From an optimization exercise on the open Yosys and OpenROAD flow, aimed at small area; shortcuts taken in it are not production practice.
Function was checked by simulation only, so behaviour that the tests miss may differ from the original.
Power is estimated from default activity; no workload was simulated.

==> v27: inputs <==
// Segway
module Segway(clk,RST_n,LED,INERT_SS_n,INERT_MOSI,
              INERT_SCLK,INERT_MISO,A2D_SS_n,A2D_MOSI,A2D_SCLK,
              A2D_MISO,PWM_rev_rght,PWM_frwrd_rght,PWM_rev_lft,
              PWM_frwrd_lft,piezo_n,piezo,INT,RX);
  input clk,RST_n;
  input INERT_MISO;                      
  input A2D_MISO;                        
  input INT;                             
  input RX;                              
  output [7:0] LED;
  output A2D_SS_n, INERT_SS_n;
  output A2D_MOSI, INERT_MOSI;
  output A2D_SCLK, INERT_SCLK;
  output PWM_rev_rght, PWM_frwrd_rght;
  output PWM_rev_lft, PWM_frwrd_lft;
  output piezo_n,piezo;
  wire rst_n;
  wire [11:0] lft_ld, rght_ld;
  wire batt_low;
  wire vld, upd;
  wire [15:0] ptch;
  wire pwr_up;
  wire [11:0] ld_cell_diff;
  wire en_steer, rider_off;
  wire lft_rev, rght_rev;
  wire [10:0] lft_spd, rght_spd;
  wire ovr_spd;
  assign LED = 8'h00;
  reg [17:0] tmr;
  always @(posedge clk, negedge rst_n)
    if (!rst_n) tmr <= 18'h00000;
    else tmr <= tmr + 1'b1;
  Auth_blk Auth_block(.clk(clk), .rst_n(rst_n), .rider_off(rider_off), .pwr_up(pwr_up), .RX(RX));
  inert_intf Inertial_Interface(.clk(clk), .rst_n(rst_n), .tmr_full(&tmr[15:0]), .vld(vld), .upd(upd),
                                .ptch(ptch), .SS_n(INERT_SS_n), .SCLK(INERT_SCLK), .MOSI(INERT_MOSI),
  ...
==> module inertial_integrator, before the edit <==
module inertial_integrator(clk, rst_n, upd, ptch_rt, AZ, ptch);
	input clk, rst_n;
	input upd;
	input [15:0] ptch_rt;
	input [15:0] AZ;
	output [15:0] ptch;
	reg [26:0] ptch_int;
	assign ptch = ptch_int[26:11];
	wire [8:0] ah; wire x0;
	rca #(9) u0(.a(AZ[15:7]), .b(9'h003), .ci(1'b0), .s(ah), .co(x0));
	wire [15:0] a = {ah, AZ[6:0]};
	wire [16:0] f5h; wire f5c;
	rca #(17) u1(.a({{3{a[15]}}, a[15:2]}), .b({a[15], a}), .ci(1'b0), .s(f5h), .co(f5c));
	wire [18:0] f5 = {f5h, a[1:0]};
	wire [18:0] a19 = {{3{a[15]}}, a};
	wire [18:0] f7; wire x2;
	rca #(19) u2(.a({a, 3'b000}), .b(~a19), .ci(1'b1), .s(f7), .co(x2));
	wire [19:0] mh_a = {f5[18], f5};                  
	wire [19:0] mh_b = {{7{f7[18]}}, f7[18:6]};
	wire c13;
	cch #(7) u3(.a(mh_a[6:0]), .b(mh_b[6:0]), .ci(1'b0), .co(c13));
	wire [12:0] acc; wire x3;
	rca #(13) u4(.a(mh_a[19:7]), .b(mh_b[19:7]), .ci(c13), .s(acc), .co(x3));
	wire [15:0] nptch = ~ptch;
	wire cf;
	cch #(16) u5(.a({{3{acc[12]}}, acc}), .b(nptch), .ci(1'b0), .co(cf));
	wire fus = ~(acc[12] ^ nptch[15] ^ cf);
	wire [15:0] rc; wire x5;
	rca #(16) u6(.a(ptch_rt), .b(16'hFC3E), .ci(1'b0), .s(rc), .co(x5));
	wire [6:0] xh; wire x6;
	rca #(7) u7(.a({rc[15], rc[15:10]}), .b({{6{fus}}, 1'b1}), .ci(1'b0), .s(xh), .co(x6));
	wire [26:0] n; wire x7;
	rca #(27) u8(.a(ptch_int), .b(~{{10{xh[6]}}, xh, rc[9:0]} & {27{upd}}), .ci(upd), .s(n), .co(x7));
	always @(posedge clk, negedge rst_n)
		if (!rst_n) ptch_int <= 27'd0;
		else ptch_int <= n;
endmodule
==> module bal_dp, before the edit <==
module bal_dp(err, err2, ih, ld_cell_diff, en_steer, lft_mag, lft_sgn, rght_mag, rght_sgn);
	input [9:0] err, err2;
	input [15:0] ih;                  
	input [11:0] ld_cell_diff;
	input en_steer;
	output [10:0] lft_mag, rght_mag;
	output lft_sgn, rght_sgn;
	wire [9:0] d_diff;
	wire ci1;
	rca #(10) a_dd(.a(err), .b(~err2), .ci(1'b1), .s(d_diff), .co(ci1));
	wire [6:0] q = d_diff[9] ? (&d_diff[8:6] ? d_diff[6:0] : 7'h40)
	                         : (|d_diff[8:6] ? 7'h3F : d_diff[6:0]);
	wire [10:0] eq_s;                 
	wire ci2;
	rca #(11) a_s(.a({err[9], err}), .b({{4{q[6]}}, q}), .ci(1'b0), .s(eq_s), .co(ci2));
	wire [10:0] eq_v;                 
	wire ci3;
	rca #(11) a_v(.a({{3{q[6]}}, q, 1'b0}), .b(~{err[9], err}), .ci(1'b1), .s(eq_v), .co(ci3));
	wire [10:0] xh;                   
	wire ci4;
	rca #(11) a_x(.a(eq_s), .b({{3{eq_v[10]}}, eq_v[10:3]}), .ci(1'b0), .s(xh), .co(ci4));
	wire [13:0] x = {xh, eq_v[2:0]};
	wire [14:0] pid_h;
	wire ci5;
	rca #(15) a_pid(.a({x[13], x}), .b(ih[15:1]), .ci(1'b0), .s(pid_h), .co(ci5));
	wire [15:0] PID = {pid_h, ih[0]};
	wire [15:0] ldd = {{7{ld_cell_diff[11]}}, ld_cell_diff[11:3]} & {16{en_steer}};
	wire [15:0] pid_p, pid_m;         
	wire ci6, ci7;
	rca #(16) a_p(.a(PID), .b(ldd), .ci(1'b0), .s(pid_p), .co(ci6));
	rca #(16) a_m(.a(PID), .b(~ldd), .ci(1'b1), .s(pid_m), .co(ci7));
	wire [10:0] mag_p, mag_m;
	wire sgn_p, sgn_m;
	shape shp(.t(pid_p), .mag(mag_p), .sgn(sgn_p));
	shape shm(.t(pid_m), .mag(mag_m), .sgn(sgn_m));
	assign {lft_mag, lft_sgn} = PID[15] ? {mag_p, sgn_p} : {mag_m, sgn_m};
	assign {rght_mag, rght_sgn} = PID[15] ? {mag_m, sgn_m} : {mag_p, sgn_p};
endmodule
clock: 20.0 ns
lec_check: 0
cap_margin: 20
core_margin: 2
core_utilization: 60
cts_buf_list: sky130_fd_sc_hd__clkbuf_8
cts_cluster_diameter: 60
cts_cluster_size: 20
place_density: 0.75
slew_margin: 20
standard.sh (not shown) runs the stock make flow with config.mk's settings and CLKGATE_MAP_FILE= SYNTH_SCRIPT=/design/flow/synth_recipe.tcl, a recipe that flattens the netlist after the stock synthesis.
==> flow/flow/run.sh <==
#!/bin/bash
# Layout flow: the standard synthesis, a re-mapping of its combinational logic
# (same flip-flops), then the standard flow with clock tree synthesis without
# dummy loads. Each tool writes its output to a log here.
set -euo pipefail
LIB=$FLOW_HOME/platforms/$FLOW_PLATFORM/lib/sky130_fd_sc_hd__tt_025C_1v80.lib
RES=orfs/results/$FLOW_PLATFORM/Segway/base

# 1. standard synthesis
bash standard.sh synth > synth_std.log 2>&1
cp $RES/1_2_yosys.v netlist_std.v

# 2. choose full adders to implement inverted, then re-map the other logic
python3 flow/genmodels.py $LIB models.v > genmodels.log 2>&1
DONTUSE=$(sed -n '/DONT_USE_CELLS += /,/^$/p' $FLOW_HOME/platforms/$FLOW_PLATFORM/config.mk | tr ' \\' '\n\n' | grep '^sky130' | sed 's/^/-dont_use /' | tr '\n' ' ')
# a few adder polarity choices (annealing seeds) and ABC scripts; keep the smallest netlist
best=""; best_area=""
for seed in 1 2 3; do
  python3 flow/flip.py netlist_std.v flipped_$seed.v $seed > flip_$seed.log 2>&1
  for scr in a b c d e f; do
    tag=${seed}_$scr
    sed -e "s|@LIB@|$LIB|g" -e "s|@DONTUSE@|$DONTUSE|" -e "s|@IN@|flipped_$seed.v|" -e "s|@ABC@|flow/area_$scr.abc|" \
        -e "s|@OUT@|post_$tag.v|" -e "s|@STAT@|post_stat_$tag.txt|" flow/post.ys.in > post_$tag.ys
    yosys -s post_$tag.ys > post_$tag.log 2>&1
    area=$(awk '/Chip area for module/ {print $NF}' post_stat_$tag.txt)
    echo "$tag $area" >> post_areas.txt
    if [[ -z "$best_area" ]] || awk -v a="$area" -v b="$best_area" 'BEGIN {exit !(a < b)}'; then
      best=$tag; best_area=$area
    fi
  done
done
echo "best $best $best_area" >> post_areas.txt
cp post_$best.v netlist_post.v
cp netlist_post.v $RES/1_2_yosys.v

# 3. the netlist database again from the new netlist, then the rest of the flow
bash standard.sh synth > synth_odb.log 2>&1
bash standard.sh "CTS_ARGS=-sink_clustering_enable -repair_clock_nets -buf_list sky130_fd_sc_hd__clkbuf_8 -sink_clustering_size 16 -sink_clustering_max_diameter 120 -dont_use_dummy_load" finish > finish.log 2>&1
==> flow/flow/area_a.abc <==
strash
dc2
dch -f
amap
==> flow/flow/area_b.abc <==
strash
dch -f
amap
strash
dch -f
amap
==> flow/flow/area_c.abc <==
strash
ifraig
dc2
dch -f
amap -m
==> flow/flow/area_d.abc <==
strash
dch -f
amap
==> flow/flow/area_e.abc <==
strash
dc2
dch -f
amap
strash
dc2
dch -f
amap
strash
dc2
dch -f
amap
==> flow/flow/area_f.abc <==
strash
dc2
dc2
dch -f
amap
strash
dc2
dc2
dch -f
amap
strash
dc2
dc2
dch -f
amap
==> flow/flow/flip.py <==
#!/usr/bin/env python3
# Choose full-adder cells to implement in inverted polarity, FA(~a,~b,~c) = ~FA(a,b,c),
# so that fewer inverters sit between adders, flip-flops and ports, and rewrite the
# netlist with explicit inversions (assign) around the flipped adders for ABC to absorb.
import re, sys, random, math, collections
src = open(sys.argv[1]).read()
OUTP = {'X', 'Y', 'Q', 'Q_N', 'SUM', 'COUT'}
cellre = re.compile(r'(\n\s*)(sky130_fd_sc_hd__\w+)\s+(\S+)\s*\((.*?)\);', re.S)
pinre = re.compile(r'\.(\w+)\(([^()]*)\)')
inst = {}
for m in cellre.finditer(src):
    t, n, body = m.group(2), m.group(3), m.group(4)
    inst[n] = (t, dict((p, v.strip()) for p, v in pinre.findall(body)))
def isinv(t): return re.search(r'__inv_\d', t) is not None
def isfa(t): return re.search(r'__fa_\d', t) is not None
def isbox(t): return re.search(r"__(fa|df|edf|dfrtn)", t) is not None
drv = {}
for n, (t, p) in inst.items():
    for pin, net in p.items():
        if pin in OUTP: drv[net] = (n, pin)
def base(net):
    inv = False
    while net in drv and isinv(inst[drv[net][0]][0]):
        net = inst[drv[net][0]][1]['A']; inv = not inv
    return net, inv
# box input consumers of each base net
cons = collections.defaultdict(list)
for n, (t, p) in inst.items():
    if not isbox(t): continue
    for pin, net in p.items():
        if pin in OUTP or pin in ('CLK', 'CLK_N', 'RESET_B', 'SET_B'): continue
        b, i = base(net)
        cons[b].append((n, pin, i))
fas = sorted(n for n, (t, p) in inst.items() if isfa(t))
flip = {n: 0 for n in fas}
# nets touched by each FA (its inputs' bases and its outputs)
touch = collections.defaultdict(set)
for b, cl in cons.items():
    for (n, pin, i) in cl:
        if n in flip: touch[n].add(b)
    if b in drv and drv[b][0] in flip: touch[drv[b][0]].add(b)
def netcost(b):
    pol = 1 if (b in drv and drv[b][0] in flip and flip[drv[b][0]]) else 0
    need = set()
    for (n, pin, i) in cons[b]:
        w = int(i) ^ (flip[n] if n in flip else 0)
        need.add(w ^ pol)
    return 1 if 1 in need else 0
def delta(n):
    before = sum(netcost(b) for b in touch[n])
    flip[n] ^= 1
    after = sum(netcost(b) for b in touch[n])
    flip[n] ^= 1
    return after - before
total = sum(netcost(b) for b in cons)
random.seed(int(sys.argv[3]) if len(sys.argv) > 3 else 12345)
cur = total; best = total; bestflip = dict(flip); T = 1.5
for it in range(60000):
    n = fas[random.randrange(len(fas))]
    d = delta(n)
    if d <= 0 or random.random() < math.exp(-d / T):
        flip[n] ^= 1; cur += d
        if cur < best: best = cur; bestflip = dict(flip)
    T = max(0.02, T * 0.9999)
flip = bestflip
sys.stderr.write('box-input inversions: %d -> %d, flipped %d of %d adders\n' % (total, best, sum(flip.values()), len(fas)))
# rewrite
newwires = []; assigns = []
def repl(m):
    lead, t, n, body = m.group(1), m.group(2), m.group(3), m.group(4)
    if n not in flip or not flip[n]: return m.group(0)
    key = re.sub(r'\W', '_', n)
    def pr(pm):
        pin, net = pm.group(1), pm.group(2).strip()
        w = 'flp_%s_%s' % (key, pin)
        newwires.append(w)
        if pin in ('A', 'B', 'CIN'): assigns.append('  assign %s = ~%s ;' % (w, net))
        else: assigns.append('  assign %s = ~%s ;' % (net, w))
        return '.%s(%s)' % (pin, w)
    return '%s%s %s (%s);' % (lead, t, n, pinre.sub(pr, body))
out = cellre.sub(repl, src)
i = out.index(');', out.index('module ')) + 2
out = out[:i] + '\n' + ''.join('  wire %s;\n' % w for w in newwires) + out[i:]
j = out.rindex('endmodule')
out = out[:j] + '\n'.join(assigns) + '\n' + out[j:]
open(sys.argv[2], 'w').write(out)
==> flow/flow/genmodels.py <==
# Generate Verilog models of the combinational single-output cells of a liberty file
import re,sys
lib=open(sys.argv[1]).read()
skip=re.compile(r'__(fa|fah|fahcin|fahcon|df|edf|sdf|sedf|dl|sdl|conb|ebuf|einv|bufbuf|lpflow|sdlclk|dlclk|dlrtp|dlxt|dlxb|tap|fill|decap|diode|probe|lpflow|macro|clkdlybuf|dlygate|dlymetal)')
out=[]
for m in re.finditer(r'\n\s*cell\s*\(\s*"?(sky130_fd_sc_hd__\w+)"?\s*\)\s*\{', lib):
    name=m.group(1)
    if skip.search(name): continue
    # find the cell body: up to next "\n    cell (" 
    start=m.end(); nxt=lib.find('\n    cell (', start)
    body=lib[start:nxt if nxt>0 else len(lib)]
    pins=re.findall(r'\n\s*pin\s*\(\s*"?(\w+)"?\s*\)\s*\{(.*?)\n\s{8}\}', body, re.S)
    ins=[]; outs=[]
    for pn,pb in pins:
        d=re.search(r'direction\s*:\s*"?(\w+)"?',pb)
        if not d: continue
        if d.group(1)=='input': ins.append(pn)
        elif d.group(1)=='output':
            f=re.search(r'function\s*:\s*"([^"]*)"',pb)
            outs.append((pn,f.group(1) if f else None))
    if any(f is None for _, f in outs) or not outs or not ins: continue
    body=''
    for on, f in outs:
        fn=re.sub(r'\)\s*\(', ') & (', f.replace('!','~'))
        body+='  assign %s = %s;\n' % (on, fn)
    names=[o for o, _ in outs]
    out.append('module %s(%s);\n  input %s;\n  output %s;\n%sendmodule\n' % (name, ', '.join(ins+names), ', '.join(ins), ', '.join(names), body))
open(sys.argv[2],'w').write('\n'.join(out))
print(len(out),'models')
==> flow/flow/post.ys.in <==
# Re-map the combinational logic of the standard synthesis netlist.
# Flip-flops and full adders stay as they are (blackboxes); every other
# cell is replaced by its function and mapped again by ABC for area.
read_liberty -lib @LIB@
read_verilog -sv @IN@
hierarchy -top Segway
techmap -map models.v
techmap
opt -fast -purge
abc -script @ABC@ -liberty @LIB@ @DONTUSE@
opt_clean -purge
hilomap -singleton -hicell sky130_fd_sc_hd__conb_1 HI -locell sky130_fd_sc_hd__conb_1 LO
insbuf -buf sky130_fd_sc_hd__buf_4 A X
splitnets
opt_clean -purge
tee -o @STAT@ stat -liberty @LIB@
write_verilog -noattr -nohex -nodec @OUT@
==> inputs of v19, as changes to v27 <==
--- a/flow/design.v
+++ b/flow/design.v
@@ -208,13 +208,13 @@
 	wire fus = ~(acc[12] ^ nptch[15] ^ cf);
 	wire [15:0] rc; wire x5;
 	rca #(16) u6(.a(ptch_rt), .b(16'hFC3E), .ci(1'b0), .s(rc), .co(x5));
-	wire [6:0] xh; wire x6;
-	rca #(7) u7(.a({rc[15], rc[15:10]}), .b({{6{fus}}, 1'b1}), .ci(1'b0), .s(xh), .co(x6));
-	wire [26:0] n; wire x7;
-	rca #(27) u8(.a(ptch_int), .b(~{{10{xh[6]}}, xh, rc[9:0]} & {27{upd}}), .ci(upd), .s(n), .co(x7));
+	wire [26:0] n; wire x6;
+	rca #(27) u7(.a(ptch_int), .b(~{{11{rc[15]}}, rc}), .ci(1'b1), .s(n), .co(x6));
+	wire [16:0] nh; wire x7;
+	rca #(17) u8(.a(n[26:10]), .b({17{~fus}}), .ci(fus), .s(nh), .co(x7));
 	always @(posedge clk, negedge rst_n)
 		if (!rst_n) ptch_int <= 27'd0;
-		else ptch_int <= n;
+		else if (upd) ptch_int <= {nh, n[9:0]};
 endmodule
 module inert_intf(clk, rst_n, tmr_full, vld, upd, ptch, SS_n, SCLK, MOSI, MISO, INT);
 	input clk, rst_n;
@@ -349,16 +349,18 @@
 	rca #(10) a_dd(.a(err), .b(~err2), .ci(1'b1), .s(d_diff), .co(ci1));
 	wire [6:0] q = d_diff[9] ? (&d_diff[8:6] ? d_diff[6:0] : 7'h40)
 	                         : (|d_diff[8:6] ? 7'h3F : d_diff[6:0]);
-	wire [10:0] eq_s;                 
+	wire [12:0] e13 = {{3{err[9]}}, err};
+	wire [12:0] e7;                   
 	wire ci2;
-	rca #(11) a_s(.a({err[9], err}), .b({{4{q[6]}}, q}), .ci(1'b0), .s(eq_s), .co(ci2));
-	wire [10:0] eq_v;                 
+	rca #(13) a_e7(.a({err, 3'b000}), .b(~e13), .ci(1'b1), .s(e7), .co(ci2));
+	wire [7:0] q5h;                   
 	wire ci3;
-	rca #(11) a_v(.a({{3{q[6]}}, q, 1'b0}), .b(~{err[9], err}), .ci(1'b1), .s(eq_v), .co(ci3));
-	wire [10:0] xh;                   
+	rca #(8) a_q5(.a({q[6], q}), .b({{3{q[6]}}, q[6:2]}), .ci(1'b0), .s(q5h), .co(ci3));
+	wire [9:0] q5 = {q5h, q[1:0]};
+	wire [12:0] xh;                   
 	wire ci4;
-	rca #(11) a_x(.a(eq_s), .b({{3{eq_v[10]}}, eq_v[10:3]}), .ci(1'b0), .s(xh), .co(ci4));
-	wire [13:0] x = {xh, eq_v[2:0]};
+	rca #(13) a_x(.a({e7[12], e7[12:1]}), .b({{3{q5[9]}}, q5}), .ci(1'b0), .s(xh), .co(ci4));
+	wire [13:0] x = {xh, e7[0]};
 	wire [14:0] pid_h;
 	wire ci5;
 	rca #(15) a_pid(.a({x[13], x}), .b(ih[15:1]), .ci(1'b0), .s(pid_h), .co(ci5));
==> flow/flow/run.sh (replaced) <==
#!/bin/bash
# Layout flow: the standard synthesis, a re-mapping of its combinational logic
# (same flip-flops), then the standard flow with clock tree synthesis without
# dummy loads. Each tool writes its output to a log here.
set -euo pipefail
LIB=$FLOW_HOME/platforms/$FLOW_PLATFORM/lib/sky130_fd_sc_hd__tt_025C_1v80.lib
RES=orfs/results/$FLOW_PLATFORM/Segway/base

# 1. standard synthesis
bash standard.sh synth > synth_std.log 2>&1
cp $RES/1_2_yosys.v netlist_std.v

# 2. choose full adders to implement inverted, then re-map the other logic
python3 flow/genmodels.py $LIB models.v > genmodels.log 2>&1
python3 flow/flip.py netlist_std.v flipped.v > flip.log 2>&1
DONTUSE=$(sed -n '/DONT_USE_CELLS += /,/^$/p' $FLOW_HOME/platforms/$FLOW_PLATFORM/config.mk | tr ' \\' '\n\n' | grep '^sky130' | sed 's/^/-dont_use /' | tr '\n' ' ')
sed -e "s|@LIB@|$LIB|g" -e "s|@DONTUSE@|$DONTUSE|" -e "s|@OUT@|netlist_post.v|" flow/post.ys.in > post.ys
yosys -s post.ys > post.log 2>&1
cp netlist_post.v $RES/1_2_yosys.v

# 3. the netlist database again from the new netlist, then the rest of the flow
bash standard.sh synth > synth_odb.log 2>&1
bash standard.sh "CTS_ARGS=-sink_clustering_enable -repair_clock_nets -buf_list sky130_fd_sc_hd__clkbuf_8 -sink_clustering_size 20 -sink_clustering_max_diameter 60 -dont_use_dummy_load" finish > finish.log 2>&1
==> flow/flow/area.abc (new file) <==
strash
dc2
&get -n
&dch -f
&nf -p -a -R 2000 -C 32
&put
--- a/flow/flow/flip.py
+++ b/flow/flow/flip.py
@@ -13,7 +13,7 @@
     inst[n] = (t, dict((p, v.strip()) for p, v in pinre.findall(body)))
 def isinv(t): return re.search(r'__inv_\d', t) is not None
 def isfa(t): return re.search(r'__fa_\d', t) is not None
-def isbox(t): return re.search(r"__(fa|df|edf|dfrtn)", t) is not None
+def isbox(t): return re.search(r'__(fa|ha|df|edf|dfrtn)', t) is not None
 drv = {}
 for n, (t, p) in inst.items():
     for pin, net in p.items():
@@ -53,7 +53,7 @@
     flip[n] ^= 1
     return after - before
 total = sum(netcost(b) for b in cons)
-random.seed(int(sys.argv[3]) if len(sys.argv) > 3 else 12345)
+random.seed(12345)
 cur = total; best = total; bestflip = dict(flip); T = 1.5
 for it in range(60000):
     n = fas[random.randrange(len(fas))]
==> flow/flow/genmodels.py (replaced) <==
# Generate Verilog models of the combinational single-output cells of a liberty file
import re,sys
lib=open(sys.argv[1]).read()
skip=re.compile(r'__(fa|ha|fah|fahcin|fahcon|df|edf|sdf|sedf|dl|sdl|conb|ebuf|einv|bufbuf|lpflow|sdlclk|dlclk|dlrtp|dlxt|dlxb|tap|fill|decap|diode|probe|lpflow|macro|clkdlybuf|dlygate|dlymetal)')
out=[]
for m in re.finditer(r'\n\s*cell\s*\(\s*"?(sky130_fd_sc_hd__\w+)"?\s*\)\s*\{', lib):
    name=m.group(1)
    if skip.search(name): continue
    # find the cell body: up to next "\n    cell (" 
    start=m.end(); nxt=lib.find('\n    cell (', start)
    body=lib[start:nxt if nxt>0 else len(lib)]
    pins=re.findall(r'\n\s*pin\s*\(\s*"?(\w+)"?\s*\)\s*\{(.*?)\n\s{8}\}', body, re.S)
    ins=[]; outs=[]
    for pn,pb in pins:
        d=re.search(r'direction\s*:\s*"?(\w+)"?',pb)
        if not d: continue
        if d.group(1)=='input': ins.append(pn)
        elif d.group(1)=='output':
            f=re.search(r'function\s*:\s*"([^"]*)"',pb)
            outs.append((pn,f.group(1) if f else None))
    if len(outs)!=1 or outs[0][1] is None or not ins: continue
    fn=outs[0][1].replace('!','~')
    fn=re.sub(r'\)\s*\(', ') & (', fn)
    out.append('module %s(%s);\n  input %s;\n  output %s;\n  assign %s = %s;\nendmodule\n' % (name, ', '.join(ins+[outs[0][0]]), ', '.join(ins), outs[0][0], outs[0][0], fn))
open(sys.argv[2],'w').write('\n'.join(out))
print(len(out),'models')
==> flow/flow/post.ys.in (replaced) <==
# Re-map the combinational logic of the standard synthesis netlist.
# Flip-flops, full and half adders stay as they are (blackboxes); every other
# cell is replaced by its function and mapped again by ABC for area.
read_liberty -lib @LIB@
read_verilog -sv flipped.v
hierarchy -top Segway
techmap -map models.v
techmap
opt -fast -purge
abc -script flow/area.abc -liberty @LIB@ @DONTUSE@
opt_clean -purge
hilomap -singleton -hicell sky130_fd_sc_hd__conb_1 HI -locell sky130_fd_sc_hd__conb_1 LO
insbuf -buf sky130_fd_sc_hd__buf_4 A X
splitnets
opt_clean -purge
tee -o post_stat.txt stat -liberty @LIB@
write_verilog -noattr -nohex -nodec @OUT@
removed: flow/flow/area_a.abc
removed: flow/flow/area_b.abc
removed: flow/flow/area_c.abc
removed: flow/flow/area_d.abc
removed: flow/flow/area_e.abc
removed: flow/flow/area_f.abc
==> inputs of v20, as changes to v27 <==
--- a/flow/design.v
+++ b/flow/design.v
@@ -211,10 +211,10 @@
 	wire [6:0] xh; wire x6;
 	rca #(7) u7(.a({rc[15], rc[15:10]}), .b({{6{fus}}, 1'b1}), .ci(1'b0), .s(xh), .co(x6));
 	wire [26:0] n; wire x7;
-	rca #(27) u8(.a(ptch_int), .b(~{{10{xh[6]}}, xh, rc[9:0]} & {27{upd}}), .ci(upd), .s(n), .co(x7));
+	rca #(27) u8(.a(ptch_int), .b(~{{10{xh[6]}}, xh, rc[9:0]}), .ci(1'b1), .s(n), .co(x7));
 	always @(posedge clk, negedge rst_n)
 		if (!rst_n) ptch_int <= 27'd0;
-		else ptch_int <= n;
+		else if (upd) ptch_int <= n;
 endmodule
 module inert_intf(clk, rst_n, tmr_full, vld, upd, ptch, SS_n, SCLK, MOSI, MISO, INT);
 	input clk, rst_n;
--- a/flow/flow/run.sh
+++ b/flow/flow/run.sh
@@ -35,4 +35,4 @@
 
 # 3. the netlist database again from the new netlist, then the rest of the flow
 bash standard.sh synth > synth_odb.log 2>&1
-bash standard.sh "CTS_ARGS=-sink_clustering_enable -repair_clock_nets -buf_list sky130_fd_sc_hd__clkbuf_8 -sink_clustering_size 16 -sink_clustering_max_diameter 120 -dont_use_dummy_load" finish > finish.log 2>&1
+bash standard.sh "CTS_ARGS=-sink_clustering_enable -repair_clock_nets -buf_list sky130_fd_sc_hd__clkbuf_8 -sink_clustering_size 20 -sink_clustering_max_diameter 60 -dont_use_dummy_load" finish > finish.log 2>&1
==> run summary <==
	v20	v19	v27
Status	no timing/DRC/antenna violations	no timing/DRC/antenna violations	no timing/DRC/antenna violations
Post-route standard cell area excluding fillers	0.0169 mm²	0.0183 mm²	0.0166 mm²
Required time of the worst setup path	20.53 ns	20.44 ns	20.40 ns
Data arrival at the endpoint of the critical path	18.79 ns	19.23 ns	18.58 ns
First-pass GRT wire length	54.8 mm	53.9 mm	53.5 mm
Number of standard-cell rows in the floorplan	59	61	59
Relative area change from synthesis to final layout	6.59%	6.67%	6.29%
Met1 track demand over resource	33.1%	29.7%	33.5%
Worst supply voltage drop on vdd	62.9 µV	51.3 µV	50.4 µV
Global-route track usage on met2	39.7%	36.4%	41.4%
Switching power summed over all nets	0.191 mW	0.189 mW	0.184 mW
Core region area	0.0260 mm²	0.0279 mm²	0.0258 mm²
Non-clock buffer area fraction after layout	1.67%	1.46%	1.88%
Footprint of the multi-input gates	0.00881 mm²	0.0105 mm²	0.00866 mm²
Power dissipated in sequential cells	0.542 mW	0.544 mW	0.542 mW
Via-per-instance ratio	5.69	5.64	5.78
